What follows belongs to an exercise in optimizing a design on an open flow for small area; a production flow would make more cautious choices. No run shown here included a check of the RTL's function; only the layout flow was run. No activity file was given, so power comes from the tool's default toggle rates.

### flow/design.v
module cache(
    input clk,
    input reset,
    input i_fetch_valid,
    input i_rfread_valid,
    input [5:0] i_current_pc,
    input i_is_br_instr_rfread,
    input [5:0] i_target_pc,
    output logic [5:0] o_prediction_pc,
	output logic o_prediction_fastcall,
	output logic fastz_d,
	output logic fastz_dd,
	input [15:0] i_ir_rfread
);
	logic [13:0] ent [0:5];
	logic [5:0] v;
	logic [5:0] pc1, pc2, pc3, pc_ex;
	logic br_ex;
	wire f = i_ir_rfread[4];
	wire [3:0] op = i_ir_rfread[3:0];
	wire use_pc3 = f & ((op == 4'b1000) | (op == 4'b1001) | (op == 4'b1100));
	wire rec_call = f & (op == 4'b1100);
	wire rec_z = f & (op == 4'b1001);
	wire [5:0] rec_pc = use_pc3 ? pc3 : pc_ex;
	wire [13:0] rec_data = {rec_z, rec_call, i_target_pc, rec_pc};
	wire rec = i_rfread_valid & br_ex;
	always_ff @(posedge clk) begin
		if (reset) begin
			pc1 <= 6'd0;
			pc2 <= 6'd0;
			br_ex <= 1'b0;
		end else begin
			pc1 <= i_current_pc;
			pc2 <= pc1;
			if (i_fetch_valid)
				br_ex <= i_is_br_instr_rfread;
		end
	end
	always_ff @(posedge clk) begin
		pc3 <= pc2;
		if (i_fetch_valid)
			pc_ex <= pc1;
	end
	always_ff @(posedge clk) begin
		if (reset) v <= 6'd0;
		else if (rec) v <= {v[4:0], 1'b1};
	end
	genvar i;
	generate
		for (i = 0; i < 6; i = i + 1) begin : g_ent
			always_ff @(posedge clk)
				if (!v[i])
					ent[i] <= rec_data;
		end
	endgenerate
	logic fz;
	always_comb begin
		o_prediction_pc = i_current_pc + 6'd1;
		o_prediction_fastcall = 1'b0;
		fz = 1'b0;
		for (int k = 5; k >= 0; k = k - 1) begin
			if (v[k] && ent[k][5:0] == i_current_pc) begin
				o_prediction_pc = ent[k][11:6];
				o_prediction_fastcall = ent[k][12];
				fz = ent[k][13];
			end
		end
	end
	always_ff @(posedge clk) begin
		if (reset) begin
			fastz_d <= 1'b0;
			fastz_dd <= 1'b0;
		end else begin
			fastz_d <= fz;
			fastz_dd <= fastz_d;
		end
	end
endmodule
### flow/flow/run.sh
#!/bin/bash
# Standard ORFS layout with extra make variables, one per line in flow/args.txt.
mapfile -t ARGS < flow/args.txt
for i in "${!ARGS[@]}"; do ARGS[$i]=${ARGS[$i]//@FLOW@/$PWD/flow}; done
bash standard.sh "${ARGS[@]}" finish > standard.log 2>&1
### flow/flow/args.txt
CTS_ARGS=-sink_clustering_enable -repair_clock_nets -dont_use_dummy_load -buf_list sky130_fd_sc_hd__clkbuf_4
BUFFER_PORTS_ARGS=-buffer_cell sky130_fd_sc_hd__buf_1
SYNTH_SCRIPT=@FLOW@/my_synth.tcl
MY_ABC_SCRIPT=@FLOW@/c1.abc
### flow/flow/c1.abc
strash
dch -f
amap
topo
### flow/flow/my_synth.tcl
proc synth {args} { yosys synth -nofsm -noshare {*}$args }
proc abc {args} {
  if {[info exists ::env(MY_ABC_SCRIPT)] && $::env(MY_ABC_SCRIPT) ne ""} {
    set i [lsearch -exact $args -script]
    if {$i >= 0} { lset args [expr {$i + 1}] $::env(MY_ABC_SCRIPT) }
  }
  yosys abc {*}$args
}
source $::env(SCRIPTS_DIR)/synth.tcl
# left out here: clear keep_hierarchy, flatten, clean up, hide names made inside functions, write 1_2_yosys.v
### flow/standard.sh
#!/bin/bash
# synth_recipe.tcl (not shown) runs the flow's synth.tcl, then flattens the netlist and writes it again
# the make line also repeats each setting of config.mk as NAME=value (left out here)
make -C /OpenROAD-flow-scripts/flow DESIGN_CONFIG=/design/flow/config.mk WORK_HOME=/design/flow/orfs CLKGATE_MAP_FILE= SYNTH_SCRIPT=/design/flow/synth_recipe.tcl "${@:-finish}"
### flow/config.mk
export PLATFORM = sky130hd
export DESIGN_NAME = cache
export DESIGN_NICKNAME = cache
export VERILOG_FILES = /design/flow/design.v
export SDC_FILE = /design/flow/constraint.sdc
export NUM_CORES = 4
export LEC_CHECK = 0
export CAP_MARGIN = 20
export CORE_MARGIN = 2
export CORE_UTILIZATION = 40
export SLEW_MARGIN = 20
### flow/constraint.sdc
create_clock -name core_clock -period 7.0 [get_ports {clk}]
set_input_delay 1.4000 -clock core_clock [delete_from_list [all_inputs] [get_ports {clk}]]
set_output_delay 1.4000 -clock core_clock [all_outputs]
set_load 0.01 [all_outputs]
==> flow_summary_export.csv, run 1 <==
group,metric,value,unit
clock_tree,postCtsHoldBufs,0,
hold_path,min_path_type,"flop to flop",
die,die_x,108,microns
synthesis,synth_cell_types,26,
pwr,switching_share,0.220,
synthesis,synth_edf_count,90,
setup_path,critPathLaunch,"i_current_pc[3]",
clock_tree,clkTransAtPathRegs,0.08,ns
synthesis,syn_nets,355,
synthesis,synthMuxAreaShare,0,
detailed_routing,drtPass1Iterations,4,
cells_and_area,nets,405,
die,initial_core_util,0.405,
pwr,max-vdd-ir-drop,0.000111,V
grt,antenna_found_initial,1,
clock_tree,clock_latency,0.50,ns
timing,rsz0062_at_grt,"no",
die,ioPinCount,42,
timing,finalCriticalPeriod,5.47,ns
synthesis,ys.flop_type,"edfxtp_1",
die,dieArea,11700,sq um
clock_tree,cts.path.max_buffers,2,
pwr,p_seq_frac,0.681,
job,cap_viol_max_count,0,
pwr,power_switching,265,uW
synthesis,seq_area_frac_synth,0.746,
synthesis,yosysMostFrequentCell,"edfxtp_1",
timing,setup_viol_count_final,0,
die,die_y,108,microns
synthesis,syn_inst,321,
place,place.gp.congestion,0.789,
synthesis,async_flop_share,0,
grt,grt_pass1_wl,13600,microns
setup_path,arrival,4.07,ns
cells_and_area,areaGrowthSynthToFinish,10.1,%
timing,fin_crit_sh,0.781,
timing,fin_setup_tns,0,ns
synthesis,synth_top_area_share,0.621,
detailed_routing,avgViaCountPerCell,5.34,
cells_and_area,drive_gt1_frac,0.0542,
detailed_routing,via_count,2722,
clock_tree,h-tree-depth,4,
detailed_routing,wl_per_cell,16.9,microns
place,portBuffers,30,
setup_path,worst-path-max-fanout,14,
synthesis,synth_fa_ha_area_frac,0.00288,
grt,gr-total-overflow,0,
pwr,power_density,251,nW/um^2
clock_tree,cts_tree,"done",
timing,fmax,183,MHz
setup_path,critical_path_required,5.60,ns
pwr,power.leakage,0.00163,uW
timing,drv_slew,0,
synthesis,synth-compound-area-share,0.152,
synthesis,synth-seq-cells,117,
timing,fin_skew,0.0365,ns
clock_tree,postCtsSetupBuffers,0,
detailed_routing,postRouteAntennaNets,0,
grt,track_usage,0.161,
die,core,10700,sq um
pwr,clockPowerShare,0.252,
synthesis,syn_avg_cell_area,13.5,sq um
pwr,p_comb_frac,0.068,
die,row_count,38,
setup_path,start_kind,"primary input",
synthesis,synth-simple-area-share,0.0783,
timing,max_slew_margin,0.396,
status,status,"timing/DRC/antenna clean",
synthesis,synth_top_cells_by_count,"90 x edfxtp_1, 37 x nor2_1, 27 x dfxtp_1, 27 x o21ai_0, 24 x clkinv_1",
hold_path,min_from,"pc2[5]",
synthesis,synth_largest_area_cell,"edfxtp_1",
timing,worst-slew-pin-transition,0.906,ns
pwr,p_total,1200,uW
clock_tree,cts_sinks,117,
synthesis,synth_xor_area_frac,0,
pwr,p_int,939,uW
grt,grt_pass1_vias,2658,
clock_tree,root_buffer,"clkbuf_4",
timing,finalHoldViolations,0,
clock_tree,cts_buffers,17,
synthesis,synth_top_family_by_area,"compound AO/OA/AOI/OAI gates",
detailed_routing,post-route-drc-count,0,
synthesis,synth.area.top_cells,"edfxtp_1 62%, dfxtp_1 12%, nor2_1 3.2%",
place,dp_hpwl,5770,microns
detailed_routing,wl,8640,microns
setup_path,path_class,"primary input to primary output",
synthesis,ys_warn_count,2,
setup_path,r2r_start,"v[4]",
grt,grt_max_degree,22,
setup_path,end_kind,"primary output",
clock_tree,cts_resized,0,
detailed_routing,drtIter0Drc,198,
synthesis,synth.cell_area,4350,sq um
metrics by stage:
stage / instance area, sq um / hold slack [ns] / util / setup WS (ns) / cells
after floorplan: 4350 / 0.310 / - / 1.58 / 321
after global placement: 4650 / 0.310 / 0.433 / 1.51 / 492
after detailed placement: 4650 / 0.314 / 0.433 / 1.51 / 492
after CTS: 4780 / 0.334 / 0.445 / 1.51 / 509
after global routing: 4790 / 0.336 / 0.446 / 1.01 / 510
final: 4790 / 0.331 / 0.446 / 1.53 / 510
per-layer routing:
| metal | vias to the layer above | wire length [microns] | GRT usage | share of wire |
|---|---|---|---|---|
| li1 | 1339 | - | - | - |
| met1 | 1305 | 4030 | 0.206 | 0.47 |
| met2 | 66 | 4010 | 0.243 | 0.46 |
| met3 | 12 | 419 | 0.0597 | 0.049 |
| met4 | 0 | 180 | 0.0742 | 0.021 |
| met5 | - | 0 | 0 | 0 |
area by class of cell:
cell class              count  area, sq um
fillers                  1020         5960
flip-flops and latches    117         3240
multi-input cells         180         1030
well taps                 140          175
clock buffers              17          128
repair buffers             31          120
inverters                  24         90.1
diodes                      1         2.50
worst paths after layout:
path	endpoint	slack (ns)	cells past startpoint
worst min register to register	pc3[5]	0.33	0
worst min-delay path	pc3[5]	0.33	0
worst max register to register	fastz_d	4.18	8
worst max-delay path	o_prediction_pc[2]	1.53	14
flip-flops by register name, indices dropped and copies added, names as in the netlist, 6 cells and up:
register  flops
ent          84
v             6
pc_ex         6
pc2           6
pc1           6
pc3           6
critical path, stage by stage:
cell	delay (ns)
buf_1	0.16
clkinv_1	0.39
o22ai_1	0.29
a211oi_1	0.07
nand4_1	0.28
clkinv_1	0.33
a221oi_1	0.31
a21oi_1	0.07
o21ai_0	0.15
o22ai_1	0.10
nor2_1	0.10
a211oi_1	0.07
o21ai_0	0.17
buf_1	0.17
logic make-up (layout without fill, tap and decap cells):
| group | after synthesis | count (layout) |
|---|---|---|
| AND/OR/NAND/NOR | 79 | 79 |
| adder cells (fa/ha/maj) | 1 | 1 |
| flip-flops | 117 | 117 |
| other | 0 | 1 |
| buffers and inverters | 24 | 72 |
| AO/OA/AOI/OAI | 100 | 100 |
power groups by stage:
stage	registers (uW)	logic, uW	clock network, uW
after floorplan	830	50.6	0
after global placement	832	80.1	0
after detailed placement	835	82.7	0
after CTS	819	83.0	315
after global routing	825	93.2	343
final	819	81.8	303
cell usage in the layout, fill, tap and decap left out, drive strengths merged, types with 2 or more instances in the layout:
cell type / instances
a2111oi: 5
a211oi: 10
a21oi: 15
a221oi: 11
a22oi: 2
buf: 31
clkbuf: 17
clkinv: 24
dfxtp: 27
edfxtp: 90
nand2: 22
nand3: 4
nand4: 3
nor2: 37
nor2b: 8
nor3: 3
o21ai: 27
o22a: 7
o22ai: 17
==> run 2: changes to the inputs <==
--- a/flow/design.v
+++ b/flow/design.v
@@ -47,2 +47,3 @@
 	end
+	wire [5:0] nxt = ~v & {v[4:0], 1'b1};
 	genvar i;
@@ -51,4 +52,3 @@
 			always_ff @(posedge clk)
-				if (!v[i])
-					ent[i] <= rec_data;
+				ent[i] <= (ent[i] & {14{v[i]}}) | (rec_data & {14{nxt[i]}});
 		end
--- a/flow/flow/args.txt
+++ b/flow/flow/args.txt
@@ -4 +4,2 @@
 MY_ABC_SCRIPT=@FLOW@/c1.abc
+CORE_UTILIZATION=65
==> flow_summary_export.csv, run 2 <==
group,metric,value,unit
status,status,"timing/DRC/antenna clean",
pwr,power_switching,275,uW
synthesis,syn_inst,445,
grt,antenna_found_initial,0,
detailed_routing,met3WireLength,1080,microns
setup_path,crit_path_frequent_cell,"a221oi_1",
detailed_routing,avgViaCountPerCell,6.38,
setup_path,arrival,4.45,ns
pwr,max-vdd-ir-drop,0.000215,V
timing,max_slew_margin,0.374,
timing,worst-slew-pin-transition,0.939,ns
pwr,p_seq_frac,0.643,
timing,fin_skew,0.0578,ns
synthesis,synth_largest_area_cell,"dfxtp_1",
die,die_y,85.4,microns
clock_tree,root_buffer,"clkbuf_4",
clock_tree,cts_buffers,17,
timing,setup_viol_count_final,0,
synthesis,synth-seq-cells,117,
place,place.gp.congestion,0.849,
synthesis,ys.flop_type,"dfxtp_1",
setup_path,worst_path_max_delay_cell,"clkinv_1",
die,initial_core_util,0.674,
die,row_count,29,
die,die_x,85.4,microns
pwr,clockPowerShare,0.276,
setup_path,end_kind,"primary output",
pwr,power.leakage,0.00154,uW
synthesis,synth_edf_count,20,
grt,grt_pass1_vias,3393,
synthesis,async_flop_share,0,
timing,drv_slew,0,
setup_path,cp_num_buf_inv,4,
pwr,switching_share,0.245,
clock_tree,cts_resized,0,
clock_tree,postCtsHoldBufs,0,
synthesis,synth_top_area_share,0.451,
die,dieArea,7290,sq um
setup_path,cpPeakStageDelay,0.49,ns
cells_and_area,final_util,0.734,
hold_path,min_path_type,"flop to flop",
grt,grt_pass1_wl,16700,microns
cells_and_area,layout_commonest_cell,"dfxtp_1",
synthesis,yosysMostFrequentCell,"dfxtp_1",
setup_path,worst-path-max-fanout,11,
grt,track_usage,0.304,
die,core,6390,sq um
cells_and_area,fillers,514,
setup_path,crit_chain,"buf_1, clkinv_1, o22ai_1, a221oi_1, nand4_1, clkinv_1, a221oi_1, a21oi_1, a221oi_1, o32ai_1, o22ai_1, o21ai_0, buf_1",
timing,fin_setup_tns,0,ns
grt,grt_max_degree,22,
die,ioPinCount,42,
timing,finalCriticalPeriod,5.85,ns
synthesis,seq_area_frac_synth,0.591,
setup_path,start_kind,"primary input",
detailed_routing,post-route-drc-count,0,
clock_tree,clkTransAtPathRegs,0.10,ns
cells_and_area,areaGrowthSynthToFinish,8.84,%
pwr,p_int,849,uW
pwr,p_comb_frac,0.081,
detailed_routing,wl_met1,4360,microns
place,portBuffers,30,
timing,rsz0062_at_grt,"no",
detailed_routing,wl_met2,4760,microns
job,cap_viol_max_count,0,
synthesis,synth.cell_area,4300,sq um
synthesis,synth_cell_types,29,
clock_tree,cts_sinks,117,
synthesis,syn_nets,479,
detailed_routing,top_layer,"met4",
timing,fmax,171,MHz
clock_tree,cts.path.max_buffers,2,
detailed_routing,wl_per_cell,18.0,microns
pwr,power_density,240,nW/um^2
synthesis,syn_avg_cell_area,9.67,sq um
cells_and_area,diodes,0,
detailed_routing,drtIter0Drc,312,
setup_path,cpLargestDelayFamily,"compound AO/OA/AOI/OAI gates",
cells_and_area,final_cell_mix,"97 x dfxtp_1, 75 x clkinv_1, 75 x o22ai_1",
clock_tree,cts_tree,"done",
setup_path,critical_path_required,5.60,ns
detailed_routing,via_count,3660,
pwr,p_total,1120,uW
detailed_routing,wl,10300,microns
clock_tree,postCtsSetupBuffers,0,
timing,finalHoldViolations,0,
place,dp_hpwl,7050,microns
timing,fin_crit_sh,0.835,
setup_path,path_class,"primary input to primary output",
cells_and_area,nets,533,
cells_and_area,drive_gt1_frac,0.0463,
detailed_routing,postRouteAntennaNets,0,
synthesis,synth_top_cells_by_count,"97 x dfxtp_1, 75 x clkinv_1, 75 x o22ai_1",
synthesis,synth.area.top_cells,"dfxtp_1 45%, edfxtp_1 14%, o22ai_1 11%",
clock_tree,h-tree-depth,4,
detailed_routing,drtPass1Iterations,5,
grt,gr-total-overflow,0,
synthesis,ys_warn_count,2,
clock_tree,clock_latency,0.52,ns
run 2: path summary, 6_finish.rpt:
path                   endpoint            start  cells past startpoint  slack (ns)
max          o_prediction_pc[3]  i_current_pc[2]                     13        1.15
min                      pc3[1]           pc2[1]                      0        0.34
max reg2reg             fastz_d             v[4]                     10        4.42
min reg2reg              pc3[1]           pc2[1]                      0        0.34
run 2: worst reg2reg max path, cell delays in order, from the launching register on:
cell and delay, ns:
dfxtp_1 0.44, clkinv_1 0.46, nor4_1 0.33, buf_4 0.23, clkinv_1 0.20, o32ai_1 0.21, nand2_1 0.10, a31oi_1 0.20
o22a_1 0.17, a22oi_1 0.09, nor2_1 0.09
run 2: final cells by class:
| type | instances | area (sq um) | area share |
|---|---|---|---|
| Clock buffer | 17 | 128 | 0.0272 |
| Inverter | 75 | 282 | 0.0601 |
| Multi-Input combinational cell | 253 | 1490 | 0.317 |
| Sequential cell | 117 | 2540 | 0.543 |
| Tap cell | 77 | 96.3 | 0.0206 |
| Timing Repair Buffer | 35 | 150 | 0.0321 |
run 2: logic make-up (layout without fill, tap and decap cells):
kind of cell,after synthesis,in the layout,synth area share
AO/OA/AOI/OAI,163,163,0.253
buffers and inverters,75,127,0.0654
AND/OR/NAND/NOR,89,89,0.0881
adder cells (fa/ha/maj),1,1,0.00291
flip-flops,117,117,0.591
run 2: power by group through the flow:
stage               Clock [uW]  Combinational (uW)  Sequential, uW
floorplan                    0                55.4             734
global placement             0                87.8             736
detailed placement           0                89.9             738
CTS                        315                90.0             722
global route               347                 101             725
finish                     311                91.4             723
run 2: stage by stage:
step	instances	worst slack [ns]	hold slack, ns	area (sq um)
3_5_place_dp	557	1.26	0.313	4560
2_1_floorplan	445	1.23	0.310	4300
5_1_grt	574	0.922	0.345	4680
6_report	574	1.15	0.342	4680
4_1_cts	574	1.24	0.339	4680
3_3_place_gp	557	1.24	0.310	4560
run 2: per-layer routing:
layer,global-route usage,vias to the layer above
met5,0,-
met4,0.0866,0
met3,0.112,13
met2,0.460,176
met1,0.413,1711
li1,-,1760

separate check: timing with driven ports:
The results above use ideal ports. As a check the final layouts listed here were re-extracted and re-timed, cells and wires unchanged. Step 1 sets driving cells, clkbuf_16 on the clock port and buf_2 on the other inputs (assumed; they add their load-dependent delay and slew). Step 2 adds t to the input delays and takes it off the output delays; t is the mean of the earliest and latest rising clock arrival at the registers after step 1. Input paths then give back, and output paths get back, about the clock's delay inside the block. Three values: ideal ports, drivers, drivers and shift; two values: the first two.
run | t, ns | setup WS [ns] | worst setup path after step 2 | worst register clock-pin slew, ns | worst data-port slew with drivers (ns)
run 1 | 0.509 | 1.534 / 1.505 / 1.505 | input to output | 0.10 / 0.10 | 0.03
run 2 | 0.522 | 1.152 / 1.129 / 1.129 | input to output | 0.12 / 0.12 | 0.04
After both steps every run listed still meets setup and hold. The setup slack of run 1, which loses most, moves by -0.029 ns with the drivers and by -0.029 ns with both steps.
